Source: an optimization exercise on an open RTL-to-GDS flow (aim: small area, a short achievable clock period and few clock cycles per item). Production flows keep margins and buffers that such runs may drop. Only simulation tests tie the RTL to the original design; equivalence was not proved. The flow treats the clock pin as an ideal source. Dropping or thinning the clock tree relies on that and would not hold on a real chip. Power figures rest on the tool's default switching activity, not on a simulated workload.

## v38
// full_hash
module full_hash (
    input wire clk
    ,input wire rst_n
    ,input wire start
    ,input wire [7:0] Byte
    ,input wire End_of_File
    ,input wire F_dr
    ,output wire [0:31] R_h
    ,output wire F_rtr
    ,output wire H_ready
);
Size in the first run: ~390 cells after synthesis, roughly 3500 sq um of cells after synthesis.
==> flow/config.mk <==
export PLATFORM = sky130hd
export DESIGN_NAME = full_hash
export DESIGN_NICKNAME = full_hash
export VERILOG_FILES = /design/flow/design.v
export SDC_FILE = /design/flow/constraint.sdc
export NUM_CORES = 4
export LEC_CHECK = 0
export CAP_MARGIN = 20
export CORE_MARGIN = 2
export CORE_UTILIZATION = 40
export PLACE_DENSITY = 0.6
export SETUP_SLACK_MARGIN = 3.1
export SLEW_MARGIN = 20
==> flow/constraint.sdc <==
create_clock -name core_clock -period 5.0 [get_ports {clk}]
set_input_delay 1.0000 -clock core_clock [delete_from_list [all_inputs] [get_ports {clk}]]
set_output_delay 1.0000 -clock core_clock [all_outputs]
set_load 0.01 [all_outputs]
standard.sh (not shown) runs the stock make flow with config.mk's settings and CLKGATE_MAP_FILE= SYNTH_SCRIPT=/design/flow/synth_recipe.tcl, a recipe that flattens the netlist after the stock synthesis.
==> flow/flow/run.sh <==
#!/bin/bash
# Standard ORFS layout with two changes:
#  - the port buffers are buf_2 cells instead of the cell buffer_ports picks by
#    default (a slow delay buffer);
#  - after CTS, the clock tree is rebuilt with one level of buffers
#    (flow/post_cts.tcl): the clock port drives 3 clkbuf_16 cells, each
#    driving the registers of one slice of the core.
set -euo pipefail
export BUFFER_PORTS_ARGS="-buffer_cell sky130_fd_sc_hd__buf_2"
export POST_CTS_TCL="$PWD/flow/post_cts.tcl"
bash standard.sh > make.log 2>&1
==> flow/flow/post_cts.tcl <==
# POST_CTS hook: replace the clock tree TritonCTS built (two levels of
# buffers) by one level: the clock port drives 3 clkbuf_16 buffers, each driving
# the flip-flops in one slice of the core, split by x position. A shallower
# tree makes every register's clock arrive earlier by the same amount.
set block [ord::get_db_block]
set db [ord::get_db]
set clknet [$block findNet clk]

# every register clock pin reached from the clock port through buffers
proc clock_sinks {net} {
  set sinks {}
  foreach it [$net getITerms] {
    if {[$it isInputSignal] == 0 && [$it isOutputSignal]} continue
    set inst [$it getInst]
    set m [$inst getMaster]
    if {[string match "*clkbuf*" [$m getName]] && [[$it getMTerm] getName] eq "A"} {
      set out [$inst findITerm X]
      set onet [$out getNet]
      if {$onet ne "NULL"} { set sinks [concat $sinks [clock_sinks $onet]] }
    } elseif {[$m isSequential]} {
      lappend sinks $it
    } else {
      # a dummy load CTS added for balancing
      lappend ::dummy_loads $inst
    }
  }
  return $sinks
}

set ::dummy_loads {}
set sinks [clock_sinks $clknet]
puts "manual clock tree: [llength $sinks] sinks"

# remove the buffers and nets of the old tree
proc clock_tree_bufs {net} {
  set bufs {}
  foreach it [$net getITerms] {
    set inst [$it getInst]
    if {[string match "*clkbuf*" [[$inst getMaster] getName]] && [[$it getMTerm] getName] eq "A"} {
      lappend bufs $inst
      set onet [[$inst findITerm X] getNet]
      if {$onet ne "NULL"} { set bufs [concat $bufs [clock_tree_bufs $onet]] }
    }
  }
  return $bufs
}
set old [clock_tree_bufs $clknet]
set oldnets {}
foreach inst $old {
  set onet [[$inst findITerm X] getNet]
  if {$onet ne "NULL"} { lappend oldnets $onet }
}
foreach it $sinks { $it disconnect }
foreach inst $old { odb::dbInst_destroy $inst }
foreach inst $::dummy_loads { odb::dbInst_destroy $inst }
puts "removed [llength $::dummy_loads] dummy clock loads"
foreach n $oldnets { if {[llength [$n getITerms]] == 0} { odb::dbNet_destroy $n } }
puts "removed [llength $old] clock buffers"

set nb 3
set master [$db findMaster sky130_fd_sc_hd__clkbuf_16]
set pts {}
foreach it $sinks {
  lassign [[$it getInst] getLocation] x y
  lappend pts [list $x $y $it]
}
set pts [lsort -integer -index 0 $pts]
set n [llength $pts]
set per [expr {int(ceil(double($n)/$nb))}]
for {set b 0} {$b < $nb} {incr b} {
  set grp [lrange $pts [expr {$b*$per}] [expr {min($n,($b+1)*$per)-1}]]
  if {[llength $grp] == 0} continue
  set sx 0; set sy 0
  foreach s $grp { set sx [expr {$sx+[lindex $s 0]}]; set sy [expr {$sy+[lindex $s 1]}] }
  set cx [expr {$sx/[llength $grp]}]; set cy [expr {$sy/[llength $grp]}]
  set inst [odb::dbInst_create $block $master "clkbuf_leaf_$b"]
  $inst setLocation $cx $cy
  $inst setPlacementStatus PLACED
  set net [odb::dbNet_create $block "clknet_leaf_$b"]
  $net setSigType CLOCK
  foreach s $grp { [lindex $s 2] connect $net }
  [$inst findITerm X] connect $net
  [$inst findITerm A] connect $clknet
  puts "clock buffer $b: [llength $grp] sinks"
}
detailed_placement
check_placement -verbose
estimate_parasitics -placement
report_clock_latency
v38 completed; timing, DRC and antenna clean
Testbench counts of v38, summed over its fixed seeds: cycles 8,189, bytes 7,421.
For v19, these inputs were changed with respect to v38:
diff --git a/flow/flow/run.sh b/flow/flow/run.sh
--- a/flow/flow/run.sh
+++ b/flow/flow/run.sh
@@ -5,5 +5,6 @@
 #  - after CTS, the clock tree is rebuilt with one level of buffers
 #    (flow/post_cts.tcl): the clock port drives 3 clkbuf_16 cells, each
-#    driving the registers of one slice of the core.
+#    driving the registers of one slice of the core; the registers that drive
+#    output ports get drive strength 2.
 set -euo pipefail
 export BUFFER_PORTS_ARGS="-buffer_cell sky130_fd_sc_hd__buf_2"
diff --git a/flow/flow/post_cts.tcl b/flow/flow/post_cts.tcl
--- a/flow/flow/post_cts.tcl
+++ b/flow/flow/post_cts.tcl
@@ -84,4 +84,30 @@
   puts "clock buffer $b: [llength $grp] sinks"
 }
+# Registers that drive an output port (through its port buffer) get the
+# next drive strength of their cell type, for a faster clock-to-output path.
+set upsized 0
+foreach bterm [$block getBTerms] {
+  if {[$bterm getIoType] ne "OUTPUT"} continue
+  set net [$bterm getNet]
+  if {$net eq "NULL"} continue
+  foreach it [$net getITerms] {
+    if {![$it isOutputSignal]} continue
+    set buf [$it getInst]
+    set in [$buf findITerm A]
+    if {$in eq "NULL"} continue
+    set innet [$in getNet]
+    if {$innet eq "NULL"} continue
+    foreach dit [$innet getITerms] {
+      if {![$dit isOutputSignal]} continue
+      set ff [$dit getInst]
+      set mname [[$ff getMaster] getName]
+      if {[regexp {^(sky130_fd_sc_hd__df[a-z]+)_1$} $mname -> base]} {
+        set nm [$db findMaster ${base}_2]
+        if {$nm ne "NULL"} { $ff swapMaster $nm; incr upsized }
+      }
+    }
+  }
+}
+puts "upsized $upsized output registers"
 detailed_placement
 check_placement -verbose
Notes after the runs:
Re total grt overflow: no difference whatsoever between v19 and v38.
According to the power report, total power for v19 is higher than for v38.
Sort v19 and v38 by power dissipated by switching net loads asc -> top: v38
Re number of optimization iterations in the first detailed-route pass: no difference whatsoever between v38 and v19.
Compared with v38, v19 degrades total wire length after detailed routing.
v38 → v19: number of standard cells in the final layout excluding fillers flat, worst setup slack increased 0.010 ns.
### v19 -> v18
- swapping 3.1 for 3.0 in SETUP_SLACK_MARGIN
diff --git a/flow/flow/run.sh b/flow/flow/run.sh
--- a/flow/flow/run.sh
+++ b/flow/flow/run.sh
@@ -5,6 +5,5 @@
 #  - after CTS, the clock tree is rebuilt with one level of buffers
 #    (flow/post_cts.tcl): the clock port drives 3 clkbuf_16 cells, each
-#    driving the registers of one slice of the core; the registers that drive
-#    output ports get drive strength 2.
+#    driving the registers of one slice of the core.
 set -euo pipefail
 export BUFFER_PORTS_ARGS="-buffer_cell sky130_fd_sc_hd__buf_2"
diff --git a/flow/flow/post_cts.tcl b/flow/flow/post_cts.tcl
--- a/flow/flow/post_cts.tcl
+++ b/flow/flow/post_cts.tcl
@@ -84,30 +84,4 @@
   puts "clock buffer $b: [llength $grp] sinks"
 }
-# Registers that drive an output port (through its port buffer) get the
-# next drive strength of their cell type, for a faster clock-to-output path.
-set upsized 0
-foreach bterm [$block getBTerms] {
-  if {[$bterm getIoType] ne "OUTPUT"} continue
-  set net [$bterm getNet]
-  if {$net eq "NULL"} continue
-  foreach it [$net getITerms] {
-    if {![$it isOutputSignal]} continue
-    set buf [$it getInst]
-    set in [$buf findITerm A]
-    if {$in eq "NULL"} continue
-    set innet [$in getNet]
-    if {$innet eq "NULL"} continue
-    foreach dit [$innet getITerms] {
-      if {![$dit isOutputSignal]} continue
-      set ff [$dit getInst]
-      set mname [[$ff getMaster] getName]
-      if {[regexp {^(sky130_fd_sc_hd__df[a-z]+)_1$} $mname -> base]} {
-        set nm [$db findMaster ${base}_2]
-        if {$nm ne "NULL"} { $ff swapMaster $nm; incr upsized }
-      }
-    }
-  }
-}
-puts "upsized $upsized output registers"
 detailed_placement
 check_placement -verbose
--- outcome ---
- In terms of global-route usage, v18 and v19 differ only marginally.
- The power consumption reported for v18 is smaller than that of v19 by about 1.6%.
- When v18 is measured against v19, its global routing usage on met2 turns out 0.32 points lower.
- Layout overhead on the synthesized area (lower): v18
- On flip-flop and latch count, v19 and v18 are basically level.
- On sequential-cell power consumption, v19 and v18 are basically level.
In every run of this note, the design's own scripts or RTL, not TritonCTS, make the clock network.

## afterwards: timing with drivers on the ports
The results above use ideal ports. As a check the final layouts listed here were re-extracted and re-timed, cells and wires unchanged.
Step 1: set_driving_cell puts a clkbuf_16 on clk and a buf_2 on each other input, an assumption about the parent block.
Step 2 also shifts input and output timing later by t, the mid clock arrival at the registers, as if the neighbouring blocks saw the same clock.
a / b / c = ideal / step 1 / step 2; a / b = the first two.
run | shift t [ns] | slack for setup (ns) | clock arrival spread, ns | worst slew at a driven data input, ns
v38 | 0.211 | 3.277 / 3.215 / 3.173 | 0.008 / 0.008 | 0.03
v19 | 0.212 | 3.287 / 3.224 / 3.173 | 0.008 / 0.008 | 0.03
v18 | 0.211 | 3.232 / 3.170 / 3.172 | 0.008 / 0.008 | 0.03
After both steps every run listed still meets setup and hold. For v19, which loses most, drivers alone change the setup slack by -0.063 ns; drivers and shift together by -0.114 ns.
